Source: an optimization exercise on an open RTL-to-GDS flow (aim: small area). Production flows keep margins and buffers that such runs may drop.
For this run, only the layout was checked, not whether the RTL still works.
Power figures rest on the tool's default switching activity, not on a simulated workload.

--- design/flow/run.sh ---
#!/bin/bash
# synth_recipe.tcl (not shown) runs the flow's synth.tcl, then flattens the netlist and writes it again
# the make line also repeats each setting of config.mk as NAME=value (left out here)
make -C /OpenROAD-flow-scripts/flow DESIGN_CONFIG=/design/flow/config.mk WORK_HOME=/design/flow/orfs CLKGATE_MAP_FILE= SYNTH_SCRIPT=/design/flow/synth_recipe.tcl finish
--- design/flow/config.mk ---
export PLATFORM = sky130hd
export DESIGN_NAME = riscv_cpu
export DESIGN_NICKNAME = riscv_cpu
export VERILOG_FILES = /design/flow/design.v
export SDC_FILE = /design/flow/constraint.sdc
export NUM_CORES = 4
export LEC_CHECK = 0
export CAP_MARGIN = 20
export CORE_MARGIN = 2
export CORE_UTILIZATION = 40
export SLEW_MARGIN = 20
--- design/flow/constraint.sdc ---
create_clock -name core_clock -period 8.0 [get_ports {clk}]
set_input_delay 1.6000 -clock core_clock [delete_from_list [all_inputs] [get_ports {clk}]]
set_output_delay 1.6000 -clock core_clock [all_outputs]
set_load 0.01 [all_outputs]
--- design/flow/design.v ---
module riscv_cpu (
    input clk,
    input rst,
    output logic [31:0] instr_addr_o,
    input  logic [31:0] instr_data_i,
    output logic [31:0] data_addr_o,
    output logic [31:0] data_wdata_o,
    output logic [3:0]  data_we_o,
    input  logic [31:0] data_rdata_i
);
    wire [31:0] ins = instr_data_i;
    wire [6:0]  op  = ins[6:0];
    wire [4:0]  rd  = ins[11:7];
    wire [2:0]  f3  = ins[14:12];
    wire [4:0]  ra  = ins[19:15];
    wire [4:0]  rb  = ins[24:20];
    wire is_r    = (op == 7'b0110011);
    wire is_i    = (op == 7'b0010011);
    wire is_ld   = (op == 7'b0000011);
    wire is_st   = (op == 7'b0100011);
    wire is_br   = (op == 7'b1100011);
    wire is_lui  = (op == 7'b0110111);
    wire is_aui  = (op == 7'b0010111);
    wire is_jal  = (op == 7'b1101111);
    wire is_jalr = (op == 7'b1100111);
    logic [31:0] imm;
    always_comb begin
        imm = 32'b0;
        if (is_i | is_ld | is_jalr) imm = {{20{ins[31]}}, ins[31:20]};
        if (is_st)                  imm = {{20{ins[31]}}, ins[31:25], ins[11:7]};
        if (is_br)                  imm = {{20{ins[31]}}, ins[7], ins[30:25], ins[11:8], 1'b0};
        if (is_lui | is_aui)        imm = {ins[31:12], 12'b0};
        if (is_jal)                 imm = {{12{ins[31]}}, ins[19:12], ins[20], ins[30:21], 1'b0};
    end
    logic [31:0] rf [1:31];
    logic        w_we;
    logic [4:0]  w_rd;
    logic [31:0] w_data;
    genvar gi;
    generate
        for (gi = 1; gi < 32; gi = gi + 1) begin : g_rf
            always_ff @(posedge clk)
                if (w_we && w_rd == gi) rf[gi] <= w_data;
        end
    endgenerate
    logic [31:0] rs1, rs2;
    always_comb begin
        rs1 = 32'b0;
        rs2 = 32'b0;
        for (int i = 1; i < 32; i++) begin
            rs1 = rs1 | ({32{ra == i}} & rf[i]);
            rs2 = rs2 | ({32{rb == i}} & rf[i]);
        end
    end
    logic [31:0] pc;
    wire [31:0] opb   = op[5] ? rs2 : imm;           
    wire        sub   = (f3 != 3'b000) | op[6] | (op[5] & ins[30]);
    wire [32:0] sum2  = {1'b0, rs1} + {1'b0, opb ^ {32{sub}}} + {32'b0, sub};
    wire [31:0] diff  = sum2[31:0];
    wire        ltu   = ~sum2[32];
    wire        lts   = (rs1[31] != opb[31]) ? rs1[31] : diff[31];
    wire        eq    = (rs1 == rs2);
    wire [31:0] jt    = rs1 + imm;           
    wire [31:0] pcimm = pc + imm;            
    wire [31:0] pc4   = pc + 32'd4;
    wire        shl   = ~f3[2];
    logic [31:0] shin, shout, shrev;
    always_comb begin
        for (int i = 0; i < 32; i++) shin[i] = shl ? rs1[31 - i] : rs1[i];
    end
    wire        fill  = ins[30] & rs1[31] & ~shl;
    assign shout = $signed({fill, shin}) >>> opb[4:0];
    always_comb begin
        for (int i = 0; i < 32; i++) shrev[i] = shout[31 - i];
    end
    logic [31:0] alu;
    always_comb begin
        case (f3)
            3'b000: alu = diff;
            3'b001: alu = shrev;
            3'b010: alu = {31'b0, lts};
            3'b011: alu = {31'b0, ltu};
            3'b100: alu = rs1 ^ opb;
            3'b101: alu = shout;
            3'b110: alu = rs1 | opb;
            default: alu = rs1 & opb;
        endcase
    end
    logic [31:0] res;
    always_comb begin
        if (is_st)                  res = rs2;
        else if (is_br | is_aui)    res = pcimm;
        else if (is_jal | is_jalr)  res = pc4;
        else if (is_lui)            res = 32'b0;
        else                        res = alu;
    end
    logic taken;
    always_comb begin
        case (f3)
            3'b000: taken = eq;
            3'b001: taken = ~eq;
            3'b100: taken = diff[31];
            3'b101: taken = ~diff[31];
            3'b110: taken = ltu;
            3'b111: taken = ~ltu;
            default: taken = 1'b0;
        endcase
        taken = taken & is_br;
    end
    wire wr = (is_r | is_i | is_ld | is_lui | is_aui | is_jal | is_jalr) & (rd != 5'd0);
    logic [31:0] e_jt, e_res, m_addr, m_res;
    logic        e_taken, e_we, e_ld, e_st, m_we, m_ld, m_st;
    logic [4:0]  e_rd, m_rd;
    always_ff @(posedge clk or posedge rst) begin
        if (rst) begin
            pc      <= 32'b0;
            e_jt    <= 32'b0;
            e_taken <= 1'b0;
            e_we    <= 1'b0;
            e_st    <= 1'b0;
            m_we    <= 1'b0;
            m_st    <= 1'b0;
            w_we    <= 1'b0;
        end else begin
            pc      <= is_jal ? pcimm : is_jalr ? e_jt : e_taken ? e_res : pc4;
            e_jt    <= jt;
            e_taken <= taken;
            e_we    <= wr;
            e_st    <= is_st;
            m_we    <= e_we;
            m_st    <= e_st;
            w_we    <= m_we;
        end
    end
    always_ff @(posedge clk) begin
        e_res  <= res;
        e_rd   <= rd;
        e_ld   <= is_ld;
        m_addr <= e_jt;
        m_res  <= e_res;
        m_rd   <= e_rd;
        m_ld   <= e_ld;
        w_data <= m_ld ? data_rdata_i : m_res;
        w_rd   <= m_rd;
    end
    assign instr_addr_o = pc;
    assign data_addr_o  = m_addr;
    assign data_wdata_o = m_res;
    assign data_we_o    = {4{m_st}};
endmodule
==> flow_summary.yaml <==
clock_tree:
  numCtsBuffers: 136
  cts_tree: "built"
  cts.repair.resized: 0
  cts_setup_buffers: 0
  worst_skew_pair.late_latency_ns: 0.82
  root_buffer: "clkbuf_16"
  cts_hold_buf: 0
  path_clk_slew_ns: 0.06
  cts_max_level: 4
  cts_buffer_depth: 3
  clock-sinks: 1207
timing:
  fmax_ghz: 0.136
  rsz0062_at_grt: "false"
  finalHoldViolCount: 0
  timing.final.max_slew_violations: 0
  hold_slack_ns: 0.327
  setup_ws_ns: 0.634
  setup_violations: 0
  worst_pin_slew_ns: 1.25
  timing.final.crit_share_pct: 92.1
  worst_clock_skew_ns: 0.0378
  layout_min_cycle_time_ns: 7.37
  max_slew_margin_pct: 16.4
critical_path:
  reg2reg_setup_slack_ns: 2.15
  critical_path_required_ns: 8.71
  arrival_ns: 8.08
  cp_num_buf_inv: 8
  critPathMostFrequentCell: "buf_4"
  critPathMaxStageDelay_ns: 0.85
  critPathTopFamily: "simple AND/OR/NAND/NOR gates"
  worst-path-max-fanout: 15
  worst_r2r_path_depth: 21
  reg2reg_from: "rf[1][22]$_DFFE_PP_"
  path_class: "in2reg"
  critPathSlowestCell: "nor2_4"
  endpoint_kind: "register"
  start_kind: "input port"
  r2r_end: "e_res[0]$_DFF_P_"
drt:
  drt_iter0_drc: 11900
  viasPerCell: 7.48
  wl_per_cell_um: 49.4
  wirelength_um: 408000
  drc: 0
  dr.pass1.iters: 7
  vias: 61700
  ant_nets: 0
floorplanning:
  ios: 166
  num_rows: 145
  die_h_um: 401
  dieArea_um2: 161000
  die_w_um: 401
  floorplan.initialDensity_pct: 40.3
  core_um2: 156000
hold_path:
  hold_path_depth: 0
  worstHoldStart: "e_rd[3]$_DFF_P_"
  holdCritPathClass: "reg2reg"
  holdPathEnd: "m_rd[3]$_DFF_P_"
synthesis:
  ys.flop_type: "edfxtp_1"
  synth_area_um2: 63100
  synth_area_leaders: "edfxtp_1 47%, and3_1 5.8%, a22oi_1 4.8%"
  synth_seq_cells: 1207
  ys_types: 94
  synthCells: 5519
  synth-seq-area-share_pct: 54.6
  yosysTopAreaCellShare_pct: 47.2
  syn-num-nets: 5746
  yosys-top-cells-count: "992 x edfxtp_1, 585 x and3_1, 403 x a22oi_1"
  synth_edf_count: 992
  synthArstFlopShare_pct: 5.80
  synth_largest_area_cell: "edfxtp_1"
  postSynthAreaPerCell_um2: 11.4
  synth_most_common_cell: "edfxtp_1"
  yosys_warnings: 2
pwr:
  p_sw_mw: 6.39
  ir_drop_uv: 226
  leakage_nw: 30.0
  pwr-share-seq_pct: 41.2
  powerDensity_nw_per_um2: 249
  intPower_mw: 12.7
  finalPower_mw: 19.1
  pwr-share-comb_pct: 23.4
  p_clk_share_pct: 35.4
  p_sw_share_pct: 33.4
placement:
  dpl.cell_count: 7965
  hpwl_um: 280000
  port_buffers: 165
  dp_slack_ns: 0.169
  gp_congestion: 1.07
job:
  max-cap-violations: 0
grt:
  overflow: 0
  grt_max_degree: 71
  antenna_found_initial: 40
  grt_first_pass_wirelength_um: 533000
  grt_pass1_vias: 56900
  track_usage_pct: 49.2
finish:
  fillers: 14100
  area_delta_synth_final_pct: 21.5
  fin_cells: 8251
  nNetsFinal: 6273
  drive_gt1_share_pct: 18.2
outcome:
  status: "complete, no violations"
[power groups by stage]
stage	registers [mW]	clock network, mW	logic (mW)
3_3_place_gp	7.97	0	4.27
6_report	7.87	6.77	4.48
2_1_floorplan	7.81	0	1.79
3_5_place_dp	7.97	0	4.25
5_1_grt	7.88	6.99	4.55
4_1_cts	7.84	6.77	4.27
[state kept, by name, indices dropped and copies added (netlist names), 32 cells and up]
signal and cells:
e_res 32, m_res 32, e_jt 32, rf 992
m_addr 32, pc 32, w_data 32
[per-layer routing]
metal	GRT usage, %	routed length (µm)	up-vias	share of wire (%)
li1	-	-	23100	-
met1	57.0	137000	30300	34
met2	71.6	170000	6238	42
met3	17.8	55600	2061	14
met4	43.5	44300	28	11
met5	0	206	-	0.050
[kinds of logic (layout without fill, tap and decap cells)]
kind of cell,count (synthesis),in the layout,synth area share [%]
buf+inv,523,1163,3.30
flops,1207,1207,54.6
compound gates,1465,1465,17.2
other cells,0,34,0
xor+xnor,166,166,2.30
simple gates,1821,1821,16.1
fa+ha+maj,161,161,3.23
mux,176,176,3.28
[through the flow]
stage	setup TNS [ns]	utilization, %	area [µm²]
after floorplan	0	-	63100
after global routing	0	49.0	76600
after detailed placement	0	45.9	71800
final	0	49.0	76600
after CTS	0	48.9	76500
after global placement	-0.0814	45.8	71700
[area by class of cell]
class | count | area, µm² | share of cell area, %
multi-input cells | 3789 | 27200 | 35.5
repair buffers | 801 | 7120 | 9.29
clock buffers | 168 | 3630 | 4.73
well taps | 2058 | 2570 | 3.36
flip-flops and latches | 1207 | 34500 | 44.9
diodes | 34 | 85.1 | 0.111
clock inverters | 83 | 1120 | 1.47
inverters | 111 | 420 | 0.548
[cell usage in the layout, fill, tap and decap left out, types with 41 or more instances in the layout]
cell type,count
clkbuf_16,138
ha_1,158
a2111oi_0,160
o21a_1,44
dfxtp_1,137
nor3_1,53
buf_12,55
a21o_1,48
o21ai_0,138
dfrtp_1,70
and3_1,584
a211oi_1,44
inv_1,107
nand2_1,210
xnor2_1,113
nor2b_1,51
a21oi_1,187
xor2_1,52
mux2_2,56
edfxtp_1,992
nor2_4,59
nand3_1,247
a22oi_1,403
clkdlybuf4s50_1,153
mux2i_1,101
buf_4,575
a22o_1,41
a221oi_1,64
nand4_1,103
nor2_1,181
[how the worst max path moves through the flow]
| stage | to | depth (start not counted) | slack, ns | start |
|---|---|---|---|---|
| global placement | e_res[30]$_DFF_P_ | 24 | -0.08 | instr_data_i[22] |
| finish | e_res[23]$_DFF_P_ | 27 | 0.63 | instr_data_i[20] |
| global route | e_res[21]$_DFF_P_ | 25 | 0.57 | instr_data_i[23] |
| floorplan | e_res[30]$_DFF_P_ | 26 | 0.93 | instr_data_i[21] |
| CTS | e_jt[31]$_DFF_PP0_ | 22 | 0.98 | instr_data_i[18] |
| detailed placement | e_jt[31]$_DFF_PP0_ | 22 | 0.17 | instr_data_i[18] |
[worst register-to-register path, cell delays in order, from the launching register on]
cell and delay (ns):
edfxtp_1 0.55, or3b_2 0.48, a211oi_1 0.69, buf_4 0.29
a21oi_1 0.05, nand4_1 0.10, or4_1 0.52, mux2i_1 0.21
xnor2_1 0.19, ha_1 0.39, and3_1 0.20, nand2_1 0.11
o21ai_0 0.17, a221o_1 0.40, nor2b_1 0.13, o21ai_0 0.25
nand2b_1 0.11, buf_4 0.15, a21oi_1 0.13, a211oi_1 0.06
o311ai_0 0.41, a32oi_1 0.11

-- afterwards: timing with drivers on the ports --
No port has a modelled driver above. Below, the same layout with a new extraction and two added sets of constraints. Step 1, drivers: a clkbuf_16 drives clk and a buf_2 each remaining input, both assumed. Step 2 moves the port delays by t, midway between the first and last clock arrival at a register: inputs arrive t later, outputs are due t later. That takes back most of the time a late clock gives input paths. Three values: no drivers, after step 1, after step 2; two values: the first two.
t (ns): 0.897
setup slack, ns: 0.634 / 0.561 / -0.337
worst slew at a driven data input, ns: 0.19
cell pins on the clock port's net: 1
With both steps, setup timing fails in this run, where it was met with ideal ports. The setup slack of this run moves by -0.073 ns with the drivers and by -0.971 ns with both steps.
